What follows belongs to an exercise in optimizing a design on an open flow for small area; a production flow would make more cautious choices.
Function was checked by simulation only, so behaviour that the tests miss may differ from the original.

Design Pipeline_CPU, start of the top module:
module Pipeline_CPU(
        input clk,
        input rst,
        input [31:0] Data_in,
        input [31:0] inst_in,
        output wire MemRW,
        output wire [31:0] PC_out,
        output [31:0] Addr_out,
        output [31:0] Data_out,
        output [31:0] PC_IF_debug,
        output [31:0] PC_ID_debug,
        output [31:0] PC_EX_debug,
        output [31:0] PC_MEM_debug,
        output [31:0] inst_IF_debug,
        output [31:0] inst_ID_debug,
        output MemRW_EX_debug,
        output MemRW_MEM_debug,
        output [31:0] wb_data_debug
    );
    reg [31:2] PC_IF;
    reg [31:0] inst_IFID;
    reg [2:0] v;
    always @(posedge clk or posedge rst) begin
        if (rst) begin
            PC_IF <= 0;
            inst_IFID <= 0;
            v <= 0;
        end else begin
            PC_IF <= PC_IF + 1'b1;
            inst_IFID <= inst_in;
            v <= {v[1:0], 1'b1};
        end
    end
    wire [1:0] a_id = {1'b0, v[0]};
    wire [1:0] a_ex = {v[1], v[0] & ~v[1]};
    wire [1:0] a_mem = {v[1], (v[0] & ~v[1]) | v[2]};
    wire [2:0] l_id = {1'b0, PC_IF[3:2]} - {1'b0, a_id};
    wire [2:0] l_ex = {1'b0, PC_IF[3:2]} - {1'b0, a_ex};
    wire [2:0] l_mem = {1'b0, PC_IF[3:2]} - {1'b0, a_mem};
    wire [31:4] z;       
    assign z[4] = 1'b1;
    genvar k;
    generate
        for (k = 5; k < 32; k = k + 1) begin : zc
            assign z[k] = z[k-1] & ~PC_IF[k-1];
        end
    endgenerate
    wire [31:2] PC_ID = {PC_IF[31:4] ^ (z & {28{l_id[2]}}), l_id[1:0]};
    wire [31:2] PC_EX = {PC_IF[31:4] ^ (z & {28{l_ex[2]}}), l_ex[1:0]};
    wire [31:2] PC_MEM = {PC_IF[31:4] ^ (z & {28{l_mem[2]}}), l_mem[1:0]};
    wire [4:0] opcode = inst_IFID[6:2];
    wire [2:0] funct3 = inst_IFID[14:12];
    wire rd_nz = |inst_IFID[11:7];
    reg [2:0] rop, alu_op_w;
    reg alusrc_w, imms_w, we_w, load_w, jal_w, store_w;
    always @(*) begin
        case (funct3)
            3'b000: rop = {2'b00, inst_IFID[30]};
            3'b001, 3'b011: rop = 3'b000;
            default: rop = funct3;
        endcase
        alu_op_w = 3'b000;
        alusrc_w = 0;
        imms_w = 0;
        we_w = 0;
        load_w = 0;
        jal_w = 0;
        store_w = 0;
        case (opcode)
  ...
Size in the first run: roughly 5500 cells after synthesis, ~1200 flip-flops, roughly 390 I/O pins, roughly 0.052 mm^2 of cells after synthesis.
Settings: LEC_CHECK=0, CAP_MARGIN=20, CORE_MARGIN=2, CORE_UTILIZATION=45, CTS_BUF_LIST=sky130_fd_sc_hd__clkbuf_8, CTS_CLUSTER_DIAMETER=60, CTS_CLUSTER_SIZE=16, PLACE_DENSITY=0.55, SLEW_MARGIN=20, SYNTH_HIERARCHICAL=1; clock period 8.0 ns.
run.sh (not shown) runs the stock make flow with config.mk's settings and CLKGATE_MAP_FILE= SYNTH_SCRIPT=/design/flow/synth_recipe.tcl, a recipe that flattens the netlist after the stock synthesis.
Next try:
==> flow/flow/run.sh (new file) <==
#!/bin/bash
set -euo pipefail
bash standard.sh \
  'BUFFER_PORTS_ARGS=-buffer_cell sky130_fd_sc_hd__buf_1' \
  'CTS_ARGS=-sink_clustering_enable -repair_clock_nets -dont_use_dummy_load -buf_list {sky130_fd_sc_hd__clkbuf_8} -sink_clustering_size 16 -sink_clustering_max_diameter 60' \
  finish > flow_make.log 2>&1
==> flow/standard.sh (new file) <==
#!/bin/bash
# synth_recipe.tcl (not shown) runs the flow's synth.tcl, then flattens the netlist and writes it again
# the make line also repeats each setting of config.mk as NAME=value (left out here)
make -C /OpenROAD-flow-scripts/flow DESIGN_CONFIG=/design/flow/config.mk WORK_HOME=/design/flow/orfs CLKGATE_MAP_FILE= SYNTH_SCRIPT=/design/flow/synth_recipe.tcl "${@:-finish}"
removed: flow/run.sh
What happened:
- The new run produced a clean layout
- sequential share of layout area came out higher by 2.6 points
- worst setup slack improved by 350 ps
- first-iteration DRC count came out lower by 6.8%
- via count hardly moves
- final area came out lower by about 6%
- worst hold slack got worse by 20 ps

port drivers added, routing unchanged:
The flow's constraints put no driver on any port. The routed layouts listed below were extracted and timed again, unchanged, in two steps. Step 1 assumes that a clkbuf_16 drives the clock port and a buf_2 every other input. Step 2 times the ports against the registers' clock, not the clock port: input delays grow and output delays shrink by t, the midpoint of the rising clock arrivals with the driver on. a / b / c = ideal ports / drivers / drivers and shift; a / b = the first two.
run | t (ns) | setup WS [ns] | worst setup path at the end | clock arrival spread, ns | worst slew at a driven data input, ns
the first run | 0.889 | 0.795 / 0.795 / 0.795 | register to register | 0.074 / 0.075 | 0.11
the second run | 0.882 | 1.143 / 1.143 / 1.143 | register to register | 0.143 / 0.142 | 0.09
After both steps setup and hold are still met in every run listed.
